Context: an optimization exercise on an open-source flow, tuned for small area and a short achievable clock period. The choices shown serve that exercise and are no tape-out recipe. Function was checked by simulation only, so behaviour that the tests miss may differ from the original.

## MIPS_cpu
module MIPS_cpu(
    input clock,
    input reset,
    output [31:0] imem_addr,
    input [31:0] imem_rdata,
    output [31:0] dmem_addr,
    output [31:0] dmem_wdata,
    output dmem_we,
    input [31:0] dmem_rdata,
    output wb_en,
    output [4:0] wb_addr,
    output [31:0] wb_data
    );
For scale: about 3800 cells after synthesis, ~1300 flip-flops, about 200 I/O pins.
==> flow/config.mk <==
export PLATFORM = sky130hd
export DESIGN_NAME = MIPS_cpu
export DESIGN_NICKNAME = MIPS_cpu
export VERILOG_FILES = /design/flow/design.v
export SDC_FILE = /design/flow/constraint.sdc
export NUM_CORES = 8
export LEC_CHECK = 0
export CAP_MARGIN = 30
export CORE_MARGIN = 2
export CORE_UTILIZATION = 45
export CTS_CLUSTER_DIAMETER = 100
export CTS_CLUSTER_SIZE = 20
export SETUP_SLACK_MARGIN = 5
export SLEW_MARGIN = 30
export SYNTH_HIERARCHICAL = 1
==> flow/constraint.sdc <==
create_clock -name core_clock -period 8.0 [get_ports {clock}]
set_input_delay 1.6000 -clock core_clock [delete_from_list [all_inputs] [get_ports {clock}]]
set_output_delay 1.6000 -clock core_clock [all_outputs]
set_load 0.01 [all_outputs]
standard.sh (not shown) runs the stock make flow with config.mk's settings and CLKGATE_MAP_FILE= SYNTH_SCRIPT=/design/flow/synth_recipe.tcl, a recipe that flattens the netlist after the stock synthesis.
==> flow/flow/run.sh <==
#!/bin/bash
# Layout flow: the standard flow (standard.sh), run in two parts.
#  1. synthesis, unchanged;
#  2. floorplan to final layout, with
#     - the delay cells (dlygate*, clkdlybuf*, dlymetal*) added to the
#       platform's don't-use list, so that port buffers and repair buffers
#       are plain buffers that timing repair can resize;
set -euo pipefail
DU="$(cat flow/dont_use.txt)"
bash standard.sh synth > synth.log 2>&1
bash standard.sh "DONT_USE_CELLS=$DU" SETUP_SLACK_MARGIN=5.15 finish > layout.log 2>&1
==> flow/flow/dont_use.txt <==
sky130_fd_sc_hd__probe_p_8 sky130_fd_sc_hd__probec_p_8 sky130_fd_sc_hd__lpflow_bleeder_1 sky130_fd_sc_hd__lpflow_clkbufkapwr_1 sky130_fd_sc_hd__lpflow_clkbufkapwr_16 sky130_fd_sc_hd__lpflow_clkbufkapwr_2 sky130_fd_sc_hd__lpflow_clkbufkapwr_4 sky130_fd_sc_hd__lpflow_clkbufkapwr_8 sky130_fd_sc_hd__lpflow_clkinvkapwr_1 sky130_fd_sc_hd__lpflow_clkinvkapwr_16 sky130_fd_sc_hd__lpflow_clkinvkapwr_2 sky130_fd_sc_hd__lpflow_clkinvkapwr_4 sky130_fd_sc_hd__lpflow_clkinvkapwr_8 sky130_fd_sc_hd__lpflow_decapkapwr_12 sky130_fd_sc_hd__lpflow_decapkapwr_3 sky130_fd_sc_hd__lpflow_decapkapwr_4 sky130_fd_sc_hd__lpflow_decapkapwr_6 sky130_fd_sc_hd__lpflow_decapkapwr_8 sky130_fd_sc_hd__lpflow_inputiso0n_1 sky130_fd_sc_hd__lpflow_inputiso0p_1 sky130_fd_sc_hd__lpflow_inputiso1n_1 sky130_fd_sc_hd__lpflow_inputiso1p_1 sky130_fd_sc_hd__lpflow_inputisolatch_1 sky130_fd_sc_hd__lpflow_isobufsrc_1 sky130_fd_sc_hd__lpflow_isobufsrc_16 sky130_fd_sc_hd__lpflow_isobufsrc_2 sky130_fd_sc_hd__lpflow_isobufsrc_4 sky130_fd_sc_hd__lpflow_isobufsrc_8 sky130_fd_sc_hd__lpflow_isobufsrckapwr_16 sky130_fd_sc_hd__lpflow_lsbuf_lh_hl_isowell_tap_1 sky130_fd_sc_hd__lpflow_lsbuf_lh_hl_isowell_tap_2 sky130_fd_sc_hd__lpflow_lsbuf_lh_hl_isowell_tap_4 sky130_fd_sc_hd__lpflow_lsbuf_lh_isowell_4 sky130_fd_sc_hd__lpflow_lsbuf_lh_isowell_tap_1 sky130_fd_sc_hd__lpflow_lsbuf_lh_isowell_tap_2 sky130_fd_sc_hd__lpflow_lsbuf_lh_isowell_tap_4 sky130_fd_sc_hd__clkdlybuf4s15_1 sky130_fd_sc_hd__clkdlybuf4s15_2 sky130_fd_sc_hd__clkdlybuf4s18_1 sky130_fd_sc_hd__clkdlybuf4s18_2 sky130_fd_sc_hd__clkdlybuf4s25_1 sky130_fd_sc_hd__clkdlybuf4s25_2 sky130_fd_sc_hd__clkdlybuf4s50_1 sky130_fd_sc_hd__clkdlybuf4s50_2 sky130_fd_sc_hd__dlygate4sd1_1 sky130_fd_sc_hd__dlygate4sd2_1 sky130_fd_sc_hd__dlygate4sd3_1 sky130_fd_sc_hd__dlymetal6s2s_1 sky130_fd_sc_hd__dlymetal6s4s_1 sky130_fd_sc_hd__dlymetal6s6s_1
Rerun with:
--- a/flow/design.v
+++ b/flow/design.v
@@ -12,26 +12,26 @@
     output [4:0] wb_addr,
     output [31:0] wb_data
     );
     reg  [31:0] pc;           
     reg  [31:0] pc_d;         
     reg  [31:0] ir;           
     reg  [31:0] sel_a, sel_b;  
     reg  [31:0] ones;         
-    integer n;
+    integer n, g;
     always @(*) begin
         ones = {pc[30:0], 1'b1};
         for (n = 1; n < 32; n = n * 2)
             ones = ones & ((ones << n) | ((32'd1 << n) - 32'd1));
     end
     wire [31:0] pc_inc = pc ^ ones;
     wire [31:0] pc_next;
     reg  [31:0] a_q, b_q;     
-    reg         z_q;          
+    reg  [7:0]  nz_q;         
     reg  [4:0]  k_q;          
     reg         x_rw, x_we, x_ld, x_add, x_slt, x_cg;
     reg  [3:0]  x_tt;         
     reg         x_shl, x_shr, x_slc, x_src;
     reg         x_bz, x_bnz, x_jmp, x_jmr;
     reg  [4:0]  x_wa;
     reg         carry_q;
     reg         cin_q;        
@@ -108,26 +108,26 @@
                  o_mov | o_siu | o_aiu | o_slt | o_pcst;
     wire use_pc  = o_jml | o_pcst | o_bz | o_bnz | o_jmp;
     wire imm_se  = o_jml | o_pcst | o_bz | o_bnz | o_jmp | o_adi | o_adci | o_sbi;
     wire use_imm = imm_se | o_ani | o_ori | o_xri | o_siu | o_aiu;
     wire inv_b   = o_sub | o_sbi | o_siu | o_slt;
     wire [31:0] immx = {{17{imm_se & imm[14]}}, imm};
     wire        use_rb  = ~use_imm;
     wire [31:0] ra_n, rb_n;
-    wire        ra_zero;
-    MIPS_registerFile rf(clock, reset, sel_a, sel_b, wb_en_q, wb_addr_q, wb_data_q, ra_n, rb_n, ra_zero);
+    MIPS_registerFile rf(clock, reset, sel_a, sel_b, wb_en_q, wb_addr_q, wb_data_q, ra_n, rb_n);
     wire [31:0] ra_v = ~ra_n;
     wire [31:0] rb_v = ~rb_n;
     wire [4:0] sh = imm[4:0];
     wire [31:0] b_other = immx ^ {32{inv_b}};
     always @(posedge clock) begin
         a_q  <= use_pc ? pc_d : ra_v;
         b_q  <= use_rb ? rb_v ^ {32{inv_b}} : b_other;
-        z_q  <= ra_zero;
+        for (g = 0; g < 8; g = g + 1)
+            nz_q[g] <= ~&ra_n[4*g +: 4];
         k_q  <= o_lsl ? sh : o_lsr ? (5'd0 - sh) : o_shlc ? 5'd1 : 5'd31;
         x_wa <= fd;
         if (reset) begin
             {x_rw, x_we, x_ld, x_add, x_slt, x_cg} <= 6'd0;
             x_tt <= 4'd0;
             {x_shl, x_shr, x_slc, x_src} <= 4'd0;
             {x_bz, x_bnz, x_jmp, x_jmr} <= 4'd0;
         end else begin
@@ -169,17 +169,18 @@
             mask[i] = x_shl ? (i >= k_q) : x_shr ? (kz | (i < k_q)) : (x_slc | x_src);
     wire [31:0] shm = rot & mask;
     wire [31:0] shres = {x_src ? carry_q : shm[31], shm[30:1], x_slc ? carry_q : shm[0]};
     wire x_sh = x_shl | x_shr | x_slc | x_src;
     wire [31:0] res_other = lres | ({32{x_sh}} & shres) | {31'd0, x_slt & le};
     wire cout = (x_cg & (a_q[31] | b_q[31]) & ~sum[31]) |
                 (((x_shl | x_slc) & rot[0]) | ((x_shr | x_src) & rot[31])) & ~kz;
     wire [31:0] wbd = x_add ? sum : x_ld ? dmem_rdata : res_other;
-    wire taken = x_jmp | (x_bz & z_q) | (x_bnz & ~z_q);
+    wire z = ~|nz_q;          
+    wire taken = x_jmp | (x_bz & z) | (x_bnz & ~z);
     assign pc_next = taken ? sum : x_jmr ? a_q : pc_inc;
     always @(posedge clock) begin
         carry_q   <= cout;
         cin_q     <= (o_sub | o_sbi | o_siu) | (o_adci & cout);
         wb_addr_q <= x_wa;
         wb_data_q <= wbd;
         if (reset)
             wb_en_q <= 1'b0;
@@ -192,43 +193,30 @@
     input clk,
     input reset,
     input [31:0] selA,
     input [31:0] selB,
     input load_enable,
     input [4:0] dest_select,
     input [31:0] reg_data,
     output [31:0] operandA_n,
-    output [31:0] operandB_n,
-    output reg zeroA            
+    output [31:0] operandB_n
     );
     wire [31:0] wdata = reg_data & {32{~reset}};
-    wire        wzero = ~|wdata;
     wire [31:0] regs [1:31];
-    wire [31:1] zf;             
     genvar i, b;
     generate
         for (i = 1; i < 32; i = i + 1) begin : r
             reg [31:0] q;
-            reg z;
             always @(posedge clk)
-                if (reset | (load_enable & (dest_select == i))) begin
+                if (reset | (load_enable & (dest_select == i)))
                     q <= wdata;
-                    z <= wzero;
-                end
             assign regs[i] = q;
-            assign zf[i] = z;
         end
     endgenerate
-    integer j;
-    always @(*) begin
-        zeroA = ~|selA | (selA[31] & ~|reg_data);
-        for (j = 1; j < 32; j = j + 1)
-            zeroA = zeroA | (selA[j-1] & zf[j]);
-    end
     generate
         for (b = 0; b < 32; b = b + 1) begin : rd
             wire [31:0] col;
             for (i = 1; i < 32; i = i + 1) begin : c
                 assign col[i-1] = regs[i][b];
             end
             assign col[31] = reg_data[b];
             rf_read32 pa(col, selA, operandA_n[b]);
=> Cell count shrinks by 0.45%; via count went down by 0.87%; cell area drops by 2.2%; clock-buffer cell count is lower by 7; clock skew shrinks by 0.037 ns; routed wire length drops by about 1.7%; sequential cell count falls by 24; global-route usage goes down by 0.50 points.

afterwards: timing with drivers on the ports:
The results above use ideal ports. As a check the final layouts listed here were re-extracted and re-timed, cells and wires unchanged.
Step 1 assumes that a clkbuf_16 drives the clock port and a buf_2 every other input.
Step 2 times the ports against the registers' clock, not the clock port: input delays grow and output delays shrink by t, the midpoint of the rising clock arrivals with the driver on.
a / b / c = ideal ports / drivers / drivers and shift; a / b = the first two.
run | shift t [ns] | setup WS [ns] | slew at the worst register clock pin (ns) | worst slew at a driven data input, ns
the first run | 0.785 | 4.995 / 4.939 / 4.417 | 0.09 / 0.09 | 0.05
the second run | 0.746 | 5.047 / 4.977 / 4.329 | 0.09 / 0.09 | 0.11
After both steps every run listed still meets setup and hold. For the second run, which loses most, drivers alone change the setup slack by -0.070 ns; drivers and shift together by -0.718 ns.
